Source: an optimization exercise on an open RTL-to-GDS flow (aim: small area). Production flows keep margins and buffers that such runs may drop. RTL that was checked went through simulation tests only; none was proved equivalent to the original. Power and IR drop assume default switching activity.

// hart
module hart #(
    parameter RESET_ADDR = 32'h00000000
) (
    input  wire        i_clk,
    input  wire        i_rst,
    output wire [31:0] o_imem_raddr,
    input  wire [31:0] i_imem_rdata,
    output wire [31:0] o_dmem_addr,
    output wire        o_dmem_ren,
    output wire        o_dmem_wen,
    output wire [31:0] o_dmem_wdata,
    output wire [ 3:0] o_dmem_mask,
    input  wire [31:0] i_dmem_rdata,
    output wire        o_retire_valid,
    output wire [31:0] o_retire_inst,
    output wire        o_retire_trap,
    output wire        o_retire_halt,
    output wire [ 4:0] o_retire_rs1_raddr,
    output wire [ 4:0] o_retire_rs2_raddr,
    output wire [31:0] o_retire_rs1_rdata,
    output wire [31:0] o_retire_rs2_rdata,
    output wire [ 4:0] o_retire_rd_waddr,
    output wire [31:0] o_retire_rd_wdata,
    output wire [31:0] o_retire_pc,
    output wire [31:0] o_retire_next_pc
);
    localparam [2:0] S_CLR  = 3'd0,    
                     S_FST  = 3'd1,    
                     S_MAIN = 3'd2,
                     S_X0   = 3'd3,
                     S_X1   = 3'd4,
                     S_X2   = 3'd5,
  ...
Size: roughly 2,000 cells after synthesis, roughly 380 I/O pins, roughly 28,000 um^2 of cells after synthesis.
export LEC_CHECK = 0
export ABC_AREA = 1
export CAP_MARGIN = 20
export CORE_MARGIN = 2
export CORE_UTILIZATION = 40
export SETUP_SLACK_MARGIN = 0.5
export SLEW_MARGIN = 20
create_clock -name core_clock -period 13.0 [get_ports {i_clk}]
standard.sh (not shown) runs the stock make flow with config.mk's settings and CLKGATE_MAP_FILE= SYNTH_SCRIPT=/design/flow/synth_recipe.tcl, a recipe that flattens the netlist after the stock synthesis.
==> flow/flow/run.sh <==
#!/bin/bash
# Layout flow: the standard flow, with three changes:
#  1. after the standard synthesis, the combinational logic is mapped again
#     by ABC for area (amap; the smallest of a few scripts); the
#     flip-flops are kept as they are, with
#     their names and cell types;
#  2. the port buffers are the smallest buffer (buf_1);
#  3. a clock tree of clkbuf_4 without dummy loads.
set -euo pipefail
here=$(pwd)
R=$here/orfs/results/sky130hd/hart/base
LIB=$FLOW_HOME/platforms/sky130hd/lib/sky130_fd_sc_hd__tt_025C_1v80.lib

# 1. standard synthesis, up to the Yosys netlist
bash standard.sh $R/1_2_yosys.v > synth.log 2>&1
cp $R/1_2_yosys.v $here/standard_synth.v

# 2. remap the combinational logic: a few ABC area scripts, keep the smallest
DU=$(sed 's/^/-dont_use /' flow/dont_use.txt | tr '\n' ' ')
SEQ=$(grep -o '^ *sky130_fd_sc_hd__[a-z0-9_]*' standard_synth.v | sort -u | grep -E '__(df|edf|sdf|dl|conb)' | tr '\n' ' ')
scripts=(
  "strash;dch,-f;amap,-F,20,-A,20;topo"
  "strash;dch,-f;amap,-F,20,-A,20,-E,1;topo"
  "strash;&get,-n;&deepsyn,-T,60;&put;dch,-f;amap,-F,20,-A,20;topo"
  "strash;&get,-n;&deepsyn,-T,60;&put;dch,-f;amap,-F,20,-A,20,-E,1;topo"
)
for i in "${!scripts[@]}"; do
  cat > remap_$i.ys <<EOY
read_liberty -ignore_miss_func $LIB
read_verilog $here/standard_synth.v
hierarchy -top hart
blackbox $SEQ
flatten
opt_clean -purge
abc -liberty $LIB $DU -script +${scripts[$i]}
opt_clean -purge
splitnets
opt_clean -purge
hilomap -singleton -hicell sky130_fd_sc_hd__conb_1 HI -locell sky130_fd_sc_hd__conb_1 LO
insbuf -buf sky130_fd_sc_hd__buf_4 A X
opt_clean -purge
tee -o $here/remap_$i.stat stat -liberty $LIB
write_verilog -noattr -nohex -nodec $here/remap_$i.v
EOY
  yosys -s remap_$i.ys > remap_$i.log 2>&1 &
done
wait
best=$(for i in "${!scripts[@]}"; do
  echo "$(grep 'Chip area for module' remap_$i.stat | tail -1 | awk '{print $NF}') $i"
done | sort -g | head -1 | awk '{print $2}')
echo "remap: candidate $best chosen" > remap_choice.txt
for i in "${!scripts[@]}"; do grep 'Chip area for module' remap_$i.stat | tail -1 >> remap_choice.txt; done
python3 flow/remap.py remap_$best.v $R/1_2_yosys.v

# 3. the rest of the standard flow
export BUFFER_PORTS_ARGS="-buffer_cell sky130_fd_sc_hd__buf_1"
export CTS_ARGS="-sink_clustering_enable -repair_clock_nets -buf_list sky130_fd_sc_hd__clkbuf_4 -dont_use_dummy_load -sink_clustering_size 12 -sink_clustering_max_diameter 40"
bash standard.sh > layout.log 2>&1
Other scripts of this flow, unchanged in this note and not shown: flow/flow/dont_use.txt, flow/flow/remap.py
Next try:
--- a/flow/design.v
+++ b/flow/design.v
@@ -65,36 +65,36 @@
                               (f3 == 3'b101 & (f7_zero | f7_alt)));
     wire is_opr   = op_reg & (f7_zero | (f7_alt & (f3 == 3'b000 | f3 == 3'b101)));
     wire is_ebrk  = (inst == 32'h00100073);
     wire is_alu   = is_opi | is_opr;
     wire legal    = is_lui | is_auipc | is_jal | is_jalr | is_br | is_load |
                     is_store | is_alu | is_ebrk;
     wire is_shift = is_alu & (f3[1:0] == 2'b01);
     wire is_slt   = is_alu & (f3[2:1] == 2'b01);
     wire sh_right = f3[2];
     wire sh_arith = inst[30];
     wire is_sub   = is_opr & (f3 == 3'b000) & inst[30];
-    wire use_rs1  = ~(is_lui | is_auipc | is_jal);
-    wire use_rs2  = is_opr | is_store | is_br;
-    wire wr_rd    = is_alu | is_load | is_lui | is_auipc | is_jal | is_jalr;
+    wire use_rs1  = ~inst[2] | (inst[6] & ~inst[3]);               
+    wire use_rs2  = inst[5] & ~inst[3] & ~inst[2] & ~(inst[4] & inst[6]);  
+    wire wr_rd    = ~(inst[5] & ~inst[2] & (~inst[4] | inst[6]));   
     wire [2:0] ep = (st == S_FST) ? (use_rs2 ? P_RS2 : S_MAIN) : st;
     wire p_clr  = (st == S_CLR);
     wire p_rs2  = (ep == P_RS2);
     wire p_main = (ep == S_MAIN);
     wire p_x0   = (ep == S_X0);
     wire p_x1   = (ep == S_X1);
     wire p_x2   = (ep == S_X2);
     wire p_f    = (ep == S_F);
     wire p_sh   = p_x0 | p_x1 | p_x2;
     wire fin = (p_main & ~(is_slt | is_shift | is_load | is_store | is_br)) |
-               (p_x0 & (is_slt | is_load | is_br)) |
+               (p_x0 & (~inst[4] | f3[1])) |        
                (p_x2 & sh_right) |
                p_f;
     reg  [31:0] op1, op2, res, npc;
     reg  [29:0] pc;
     wire        op1_in, op2_in, res_in, npc_in;
     wire [31:0] rf_lsb;
     wire        rf_bit = rf_lsb[p_rs2 ? rs2 : rs1];
     wire        we_rd;
     wire        wbit = ~p_clr & res_in;
     assign rf_lsb[0] = 1'b0;
     genvar r;
@@ -200,53 +200,52 @@
     always @(*) begin
         case ({off1, off0})
             2'd0: begin ld_tap = res[0];  st_tap = op2[0];  end
             2'd1: begin ld_tap = res[8];  st_tap = op2[24]; end
             2'd2: begin ld_tap = res[16]; st_tap = op2[16]; end
             default: begin ld_tap = res[24]; st_tap = op2[8]; end
         endcase
     end
     wire ld_in  = f3[1] | (f3[0] ? ~t[4] : (t[4:3] == 2'b00));
     wire ld_bit = ld_in ? ld_tap : (~f3[2] & aux);
     wire st_bit = (t[4:3] == 2'b00) ? op2[0] : st_tap;
-    assign res_in = p_main ? alu_out :
-                    p_x0 ? (is_slt ? (t0 & c) : is_load ? ld_bit : sh_bit) :
+    assign res_in = (st == S_FST | st == S_MAIN) ? alu_out :
+                    p_x0 ? (inst[4] ? (f3[1] ? (t0 & c) : sh_bit) : ld_bit) :
                     (p_x1 | p_x2) ? sh_bit :
                     res[0];
-    assign op1_in = p_main ? (is_store ? st_bit : (use_rs1 & rf_bit)) :
-                    p_f ? rf_bit :
-                    (p_sh & is_shift & ~sh_right) ? res[0] :
-                    op1[0];
+    assign op1_in = p_sh ? ((inst[4] & ~f3[1] & ~f3[2]) ? res[0] : op1[0]) :    
+                    ((st == S_FST | st == S_MAIN) & is_store) ? st_bit :
+                    (use_rs1 & rf_bit);
     assign op2_in = p_rs2 ? rf_bit : (use_rs2 & op2[0]);
     wire redir = is_jal | is_jalr | (is_br & aux);
     wire a_n   = is_jalr ? rf_bit : npc[0];
     wire b_n   = redir ? imm_t : four_t;
     wire cin_n = ~t0 & nc;
     wire sum_n = a_n ^ b_n ^ cin_n;
     wire cout_n = (a_n & b_n) | (a_n & cin_n) | (b_n & cin_n);
     wire [31:0] reset_addr = RESET_ADDR;
     assign npc_in = p_clr ? reset_addr[t] :
                     fin ? (sum_n & ~(t0 & is_jalr)) :
                     npc[0];
-    assign we_rd = fin & wr_rd & ~mem_trap;
+    assign we_rd = fin & wr_rd & legal & ~mem_trap;
     wire ld_cap = t31 & p_main & is_load;
     always @(posedge i_clk) begin
         op1 <= {op1_in, op1[31:1]};
         op2 <= {op2_in, op2[31:1]};
         npc <= {npc_in, npc[31:1]};
         res <= ld_cap ? i_dmem_rdata : {res_in, res[31:1]};
         c   <= (t31 & p_main) ? lt : cout;
         nc  <= cout_n;
         if (p_main)
             aux <= is_br ? (t31 ? taken : ((t0 | aux) & ~(a_alu ^ b_alu))) : rf_bit;
-        else if (p_x0 & is_load & ld_in)
+        else if (p_x0 & ~inst[4] & ~inst[6] & ld_in)           
             aux <= ld_tap;
         if (t31 & (p_main | p_x0 | p_x1) & is_shift)
             {off1, off0} <= dg_next;
         else begin
             if (p_main & t0)
                 off0 <= alu_out;
             if (p_main & (t == 5'd1))
                 off1 <= alu_out;
         end
         if (t31)
             pc <= {npc_in, npc[31:3]};
@@ -255,23 +254,23 @@
         if (i_rst) begin
             t  <= 5'd0;
             st <= S_CLR;
         end else begin
             t <= t + 5'd1;
             if (t31) begin
                 if (p_clr | fin)
                     st <= S_FST;
                 else if (p_rs2)
                     st <= S_MAIN;
                 else if (p_main)
-                    st <= is_store ? S_F : S_X0;
+                    st <= (~inst[4] & inst[5] & ~inst[6]) ? S_F : S_X0;    
                 else if (p_x0)
                     st <= S_X1;
                 else if (p_x1)
                     st <= S_X2;
                 else
                     st <= S_F;
             end
         end
     end
     assign o_imem_raddr       = {pc, 2'b00};
     assign o_retire_pc        = {pc, 2'b00};
Total power is higher by 2.7%.
Clock power is higher by about 6%.
Non-clock buffer count is lower by 3.
Fmax is higher by 4.3%.
Setup slack improves by 0.48 ns.
Final area is higher by 0.88%.
Core utilization is lower by 0.21 points.
Cell count is higher by 2.0%.
Only the layout flow was run in the second run of this note; the RTL was not checked for function there.

==> port drivers added, routing unchanged <==
Ports are ideal in the flow. The routed layouts listed here were re-timed in OpenROAD. Step 1, drivers: a clkbuf_16 drives i_clk and a buf_2 each remaining input, both assumed. Step 2 moves the port delays by t, midway between the first and last clock arrival at a register: inputs arrive t later, outputs are due t later. That takes back most of the time a late clock gives input paths. a / b / c = ideal ports / drivers / drivers and shift; a / b = the first two.
| run | shift t [ns] | slack for setup (ns) | worst slew at a driven data input, ns |
|---|---|---|---|
| the first run | 0.867 | 1.228 / 1.199 / 1.199 | 0.12 |
| the second run | 0.920 | 1.708 / 1.681 / 1.681 | 0.11 |
After both steps every run listed still meets setup and hold. The setup slack of the first run, which loses most, moves by -0.029 ns with the drivers and by -0.029 ns with both steps.
